From an optimization exercise on the open Yosys and OpenROAD flow, aimed at small area and a short achievable clock period; shortcuts taken in it are not production practice. Function was not checked in any run shown here: the RTL went through the layout flow alone.

==> flow/design.v (outline; a module is shown in full before it is edited, if it fits) <==
// module IEEE754_Mult: 1036 lines
// module fa: 4 lines
module IEEE754_Mult
(
	input clock,
	input resetn,
	input [31:0] a,
	input [31:0] b,
	output [31:0] y
);
  // ...
==> flow/flow/run.sh <==
#!/bin/bash
set -euo pipefail
bash standard.sh SETUP_SLACK_MARGIN=7 TNS_END_PERCENT=1 "BUFFER_PORTS_ARGS=-buffer_cell sky130_fd_sc_hd__buf_2"  finish > standard.log 2>&1
==> flow/standard.sh <==
#!/bin/bash
# synth_recipe.tcl (not shown) runs the flow's synth.tcl, then flattens the netlist and writes it again
# the make line also repeats each setting of config.mk as NAME=value (left out here)
make -C /OpenROAD-flow-scripts/flow DESIGN_CONFIG=/design/flow/config.mk WORK_HOME=/design/flow/orfs CLKGATE_MAP_FILE= SYNTH_SCRIPT=/design/flow/synth_recipe.tcl "${@:-finish}"
==> flow/config.mk <==
export PLATFORM = sky130hd
export DESIGN_NAME = IEEE754_Mult
export DESIGN_NICKNAME = IEEE754_Mult
export VERILOG_FILES = /design/flow/design.v
export SDC_FILE = /design/flow/constraint.sdc
export NUM_CORES = 4
export LEC_CHECK = 0
export CAP_MARGIN = 20
export CORE_MARGIN = 2
export CORE_UTILIZATION = 40
export CTS_BUF_LIST = sky130_fd_sc_hd__clkbuf_4 sky130_fd_sc_hd__clkbuf_8
export SETUP_SLACK_MARGIN = 5
export SLEW_MARGIN = 20
export SYNTH_HIERARCHICAL = 1
==> flow/constraint.sdc <==
create_clock -name core_clock -period 11.0 [get_ports {clock}]
set_input_delay 2.2000 -clock core_clock [delete_from_list [all_inputs] [get_ports {clock}]]
set_output_delay 2.2000 -clock core_clock [all_outputs]
set_load 0.01 [all_outputs]
==> summary.txt, run 1 <==
Final layout
  – Finished Core Util: 45.5%
  – Post-route cell area: 18100 sq um

Worst setup path
  – Crit end category: output port
  – CP bufs+invs: 3
  – Stages on worst setup path: 9
  – CP max stage delay: between 500 and 600 ps
  – Reg-to-reg slack, setup: 6320 ps
  – Worst reg2reg startpoint: ma[10]

Drt
  – Via-per-instance ratio: about 6.0
  – Detailed Routing Iterations Pass 1: 6
  – DR DRC count: 0
  – Metal3 WL: approximately 4700 microns
  – DRT iter0 DRCs: 1207

STA
  – Fin crit share: a little over two fifths
  – Hold WS: ~320 ps

GRT
  – GRT Max-Usage Layer: met2
  – Grt total ovfl: 0
  – GRT met2 Usage: between 30% and 40%
  – First-pass GRT wire length: between 70000 and 80000 microns

Yosys
  – Post-synthesis sequential area ratio: 14.1%
  – Post-synthesis mux area share: less than 1%
  – Post-synthesis cell count: 1582
  – Synth Area in Compound Gates: between 10% and 20%
  – Synthesized cell area: ~16000 sq um
  – Ys Warns: 7
  – Yosys reg bits: about 110
  – Synthesized Nets: around 2000

Hold path
  – Min-Delay Endpoint: e2[7]
  – Hold WC Path Type: flop to flop

Floorplanning
  – Initial Utilization: about 41%
  – Std cell rows: 73
  – Horiz. Die Dim: 205 microns
  – Core area: between 30000 and 40000 sq um

Clocking
  – Worst-Skew Late Latency: around 470 ps
  – CTS tree: yes
  – Clock sinks: between 100 and 150

Placement
  – Dpl hpwl: around 33000 microns

Run status
  – Status: finished clean
==> inputs of run 2 (changes only) <==
--- a/flow/design.v
+++ b/flow/design.v
@@ -943,27 +943,25 @@
 	fa us898 (.a(s726), .b(c807), .c(s808), .s(s898), .co(c899));
 	wire s900, c901;
 	fa us900 (.a(c727), .b(s810), .c(c809), .s(s900), .co(c901));
 	wire s902, c903;
 	fa us902 (.a(pp310), .b(s812), .c(c811), .s(s902), .co(c903));
 	wire s904, c905;
 	fa us904 (.a(s814), .b(pp311), .c(c813), .s(s904), .co(c905));
 	wire s906 = ~c815;
-	wire [12:0] l0_s = {1'b0, c833, c831, c829, c827, c825, c823, c821, c819, c817, s816, pp2, bo[0]} + {1'b0, s834, s832, s830, s828, s826, s824, s822, s820, s818, pp27, 1'b0, pp1};
-	wire [11:0] l1_s = {1'b0, c855, c853, c851, c849, c847, c845, c843, c841, c839, c837, c835} + {1'b0, s856, s854, s852, s850, s848, s846, s844, s842, s840, s838, s836};
-	wire l1_ones = &({c855, c853, c851, c849, c847, c845, c843, c841, c839, c837, c835} ^ {s856, s854, s852, s850, s848, s846, s844, s842, s840, s838, s836});
+	wire [23:0] lo_s = {1'b0, c855, c853, c851, c849, c847, c845, c843, c841, c839, c837, c835, c833, c831, c829, c827, c825, c823, c821, c819, c817, s816, pp2, bo[0]} + {1'b0, s856, s854, s852, s850, s848, s846, s844, s842, s840, s838, s836, s834, s832, s830, s828, s826, s824, s822, s820, s818, pp27, 1'b0, pp1};
 	wire [5:0] b0_s = {1'b0, c865, c863, c861, c859, c857} + {1'b0, s866, s864, s862, s860, s858};
 	wire [5:0] b1_s = {1'b0, c875, c873, c871, c869, c867} + {1'b0, s876, s874, s872, s870, s868};
 	wire [5:0] b2_s = {1'b0, c885, c883, c881, c879, c877} + {1'b0, s886, s884, s882, s880, s878};
 	wire [5:0] b3_s = {1'b0, c895, c893, c891, c889, c887} + {1'b0, s896, s894, s892, s890, s888};
 	wire [5:0] b4_s = {1'b0, c905, c903, c901, c899, c897} + {1'b0, s906, s904, s902, s900, s898};
 	reg        z2, s2;
 	reg [7:0]  e2;
-	reg lg0, lg1, lp1;
+	reg c23;
 	reg [4:0] bs0;
 	reg bg0;
 	reg bp0;
 	reg [4:0] bs1;
 	reg bg1;
 	reg bp1;
 	reg [4:0] bs2;
 	reg bg2;
@@ -971,34 +969,32 @@
 	reg [4:0] bs3;
 	reg bg3;
 	reg bp3;
 	reg [4:0] bs4;
 	always @(posedge clock) begin
 		z2 <= !resetn || z1;
 		s2 <= s1;
 		e2 <= e1;
-		lg0 <= l0_s[12];
-		lg1 <= l1_s[11];
-		lp1 <= l1_ones;
+		c23 <= lo_s[23];
 		bs0 <= b0_s[4:0];
 		bg0 <= b0_s[5];
 		bp0 <= &({c865, c863, c861, c859, c857} ^ {s866, s864, s862, s860, s858});
 		bs1 <= b1_s[4:0];
 		bg1 <= b1_s[5];
 		bp1 <= &({c875, c873, c871, c869, c867} ^ {s876, s874, s872, s870, s868});
 		bs2 <= b2_s[4:0];
 		bg2 <= b2_s[5];
 		bp2 <= &({c885, c883, c881, c879, c877} ^ {s886, s884, s882, s880, s878});
 		bs3 <= b3_s[4:0];
 		bg3 <= b3_s[5];
 		bp3 <= &({c895, c893, c891, c889, c887} ^ {s896, s894, s892, s890, s888});
 		bs4 <= b4_s[4:0];
 	end
-	wire cb0 = lg1 | (lp1 & lg0);
+	wire cb0 = c23;
 	wire [4:0] bi0 = bs0 + 5'd1;
 	wire r0_0 = cb0 ? bi0[0] : bs0[0];
 	wire r0_1 = cb0 ? bi0[1] : bs0[1];
 	wire r0_2 = cb0 ? bi0[2] : bs0[2];
 	wire r0_3 = cb0 ? bi0[3] : bs0[3];
 	wire r0_4 = cb0 ? bi0[4] : bs0[4];
 	wire cb1 = bg0 | (cb0 & bp0);
 	wire [4:0] bi1 = bs1 + 5'd1;
==> run 2 against run 1 <==
  * Still clean
  * Sequential share of layout area shrank 0.096 points
  * Worst setup slack lost 350 ps
  * Largest cell class unchanged
  * Highest routed layer unchanged
  * Critical path depth grew 5
  * First-iteration DRC count grew 12%
  * Clock skew shrank 9.5 ps
  * Global-route usage grew 0.17 points
  * Cell count grew 0.51%
  * Hold slack gained 10 ps
==> summary.txt, run 2 <==
Clocking
  – Clock sinks: 112 (-1.8%)
  – Root Buffer: clkbuf_8
  – CTS Buf Count: 9
  – Reg clk slew, reported paths: about 120 ps
  – Clock Path Buffers: 2
  – Worst-Skew Late Latency: 420 ps (-50 ps)
  – CTS tree: yes
  – H-Tree Depth: 3
  – Cts hold-fix bufs: 0

STA
  – Fin crit share: 46.2% (+3.2 points)
  – Slew margin rel.: about 47%
  – FMAX: slightly below 200 MHz
  – TNS Setup: 0 ps
  – Min Tclk post-route: 5090 ps
  – Hold WS: 330 ps (+10.2 ps)
  – Fin. max-slew vios: 0
  – Unrepaired setup endpoints after global routing: true
  – Worst-case clock skew: 16.0 ps
  – Final Setup Violations: 0
  – Worst-Margin Slew: 784 ps
  – Fin. Hold Viols: 0

Worst setup path
  – Crit path max fanout: 5
  – Worst R2R Path Depth: 14
  – Worst Setup Path Type: flop to flop
  – Worst reg2reg startpoint: ma[18]
  – Crit end category: flop
  – RR Endpoint: c23
  – Worst setup SP type: flop
  – Reg-to-reg slack, setup: 5910 ps (-410 ps)
  – Arrival time worst endpoint: roughly 5300 ps
  – Worst endpoint required time: roughly 11000 ps

Final layout
  – Final nets: a little over 2000
  – Reg with most FFs: ma
  – Top flop regs: ma x23, one x12, two x12
  – Layout cells sized above 1: a little under a fifth
  – Syn-to-layout area delta: 13.8%
  – Max FFs per register: 23
  – Leading cell type in the layout, fill and taps excluded: xnor2_1
  – Most frequent cells in the layout: xnor2_1, fa_1, a22oi_1

Yosys
  – Number of enable flip-flop cells after synthesis: 0
  – Synthesized Nets: 2003 (-0.050%)
  – Primary FF master, synth: dfxtp_1
  – Area share of the largest cell type after synthesis: roughly a third
  – FFs w/ async S/R, synth: 0%
  – Top-count cell post-synth: xnor2_1
  – Avg Inst Size Synth: between 10 and 15 sq um
  – Yosys cell types: 46
  – Post-synthesis cell count: 1581 (-0.063%)
  – Post-synth top cells: xnor2_1, a22oi_1, fa_1
  – Ys Warns: 7 (unchanged)
  – Post-synthesis sequential area ratio: 13.9% (-0.17 points)
  – Yosys reg bits: 112 (-1.8%)
  – Largest cells by area after synthesis: fa_1, xnor2_1, dfxtp_1, a22oi_1, ha_1
  – Synthesized cell area: 16100 sq um (-0.56%)
  – Largest area contributor in the netlist: fa_1

GRT
  – Grt total ovfl: 0 (unchanged)
  – Number of global-route vias before repair: roughly 13000
  – Largest net degree at the start of global routing: 33
  – GRT Util Overall: between 20% and 30%
  – Antenna violations before repair: 1
  – First-pass GRT wire length: 79500 microns (+0.50%)

Floorplanning
  – Die area: about 42000 sq um
  – I/O pin count: just under 100
  – Core area: 39700 sq um (-0.23%)
  – Initial Utilization: 40.5% (-0.13 points)
  – Horiz. Die Dim: 205 microns (-0.27%)
  – Chip Height: slightly above 200 microns
  – Std cell rows: 73 (unchanged)

Drt
  – Detailed Routing Iterations Pass 1: 5 (-1)
  – DR DRC count: 0 (unchanged)
  – Drt wl/cell: ~24 microns
  – Via-per-instance ratio: 5.96 (about the same)
  – DRT iter0 DRCs: 1346 (+12%)
  – ANT nets after route: 0
  – Post-Route WL: about 50000 microns
  – Via total after detailed routing: between 10000 and 15000

Hold path
  – WHS Path Cells: 0
  – Min-Delay Endpoint: e2[4]
  – HP Start: e1[4]
  – Hold WC Path Type: flop to flop

Flow run
  – Max Cap Viol: 0

Run status
  – Status: finished clean

Placement
  – Dpl hpwl: 33300 microns (+0.18%)
  – PortBufs: 97
  – Gpl congestion: about 0.87
[run 2: cell types whose count changed in the layout (fill, tap and decap cells not counted), sizes merged, moves of 6 or more]
cell    change
buf        +24
nand2      +12
nor2       -12
nor3        -9
xnor2       -7
clkbuf      -6
[run 2: worst max path at each step]
| stage | start | to | slack, ps |
|---|---|---|---|
| 4_1_cts | ma[20] | c23 | 6090 |
| 5_1_grt | ma[18] | c23 | 5890 |
| 3_5_place_dp | ma[18] | c23 | 5310 |
| 3_3_place_gp | one[5] | c23 | 5390 |
| 6_report | ma[18] | c23 | 5910 |
| 2_1_floorplan | ma[20] | c23 | 6850 |
[run 2: metrics by stage]
stage	std cells	cell area, sq um	utilization [%]	worst slack [ps]
2_1_floorplan	1581	16700	-	6850
3_3_place_gp	2090	17100	43.1	5390
3_5_place_dp	2090	17100	43.1	5310
4_1_cts	2142	18100	45.5	6090
5_1_grt	2161	18300	46.1	5890
6_report	2162	18300	46.1	5910
[run 2: layout make-up]
| class | instances | area [sq um] |
|---|---|---|
| clock inverters | 7 | 85.1 |
| inverters | 75 | 282 |
| repair buffers | 189 | 1550 |
| flip-flops and latches | 112 | 2330 |
| multi-input cells | 1244 | 13300 |
| fillers | 3733 | 21400 |
| well taps | 525 | 657 |
| diodes | 1 | 2.50 |
| clock buffers | 9 | 124 |
[run 2: repair_timing]
action,4_1_cts,5_1_grt
setup buffers,33,18
cloned,3,1
endpoints found under the setup margin,60,57
pin swaps,8,8
gates resized for setup,93,14
[run 2: per-module statistics from Yosys (local to each module, per instance)]
module	cells inside	copies in the design
IEEE754_Mult	1325	1
fa	1	256
[run 2: cells by family after synthesis]
group	Yosys count	share of synthesized area [%]
flops	112	13.9
xor+xnor	323	17.6
simple gates	168	5.58
buf+inv	225	5.39
fa+ha+maj	356	39.9
compound gates	389	17.1
mux	8	0.513
[run 2: worst max-delay path, cell delays in order, from the launching register on]
cell	delay [ps]
dfxtp_4	400
buf_12	140
a22oi_2	190
xnor2_1	110
fa_1	600
fa_2	470
fa_2	360
fa_2	540
fa_2	470
ha_4	290
and3_4	190
nand4_1	140
nor3b_2	290
nand2_1	100
o211ai_1	640
[run 2: per-layer routing]
layer | track usage (%) | wire [microns] | up-vias
met5 | 0 | 0 | -
met4 | 7.84 | 1500 | 0
met3 | 5.52 | 5240 | 106
met2 | 38.9 | 23400 | 709
li1 | - | - | 5545
met1 | 34.4 | 21200 | 6527

separate check: timing with driven ports:
The results above use ideal ports. As a check the final layouts listed here were re-extracted and re-timed, cells and wires unchanged.
Step 1 assumes that a clkbuf_16 drives the clock port and a buf_2 every other input.
Step 2 adds t to the input delays and takes it off the output delays; t is the mean of the earliest and latest rising clock arrival at the registers after step 1. Input paths then give back, and output paths get back, about the clock's delay inside the block.
Three values: no drivers, after step 1, after step 2; two values: the first two.
| run | t (ns) | slack for setup (ns) | hold WS [ns] | worst setup path at the end | worst data-port slew with drivers (ns) |
|---|---|---|---|---|---|
| run 1 | 0.500 | 6.261 / 6.219 / 6.324 | 0.319 / 0.319 / 0.319 | register to register | 0.03 |
| run 2 | 0.452 | 5.914 / 5.914 / 5.914 | 0.330 / 0.330 / 0.330 | register to register | 0.04 |
After both steps setup and hold are still met in every run listed.
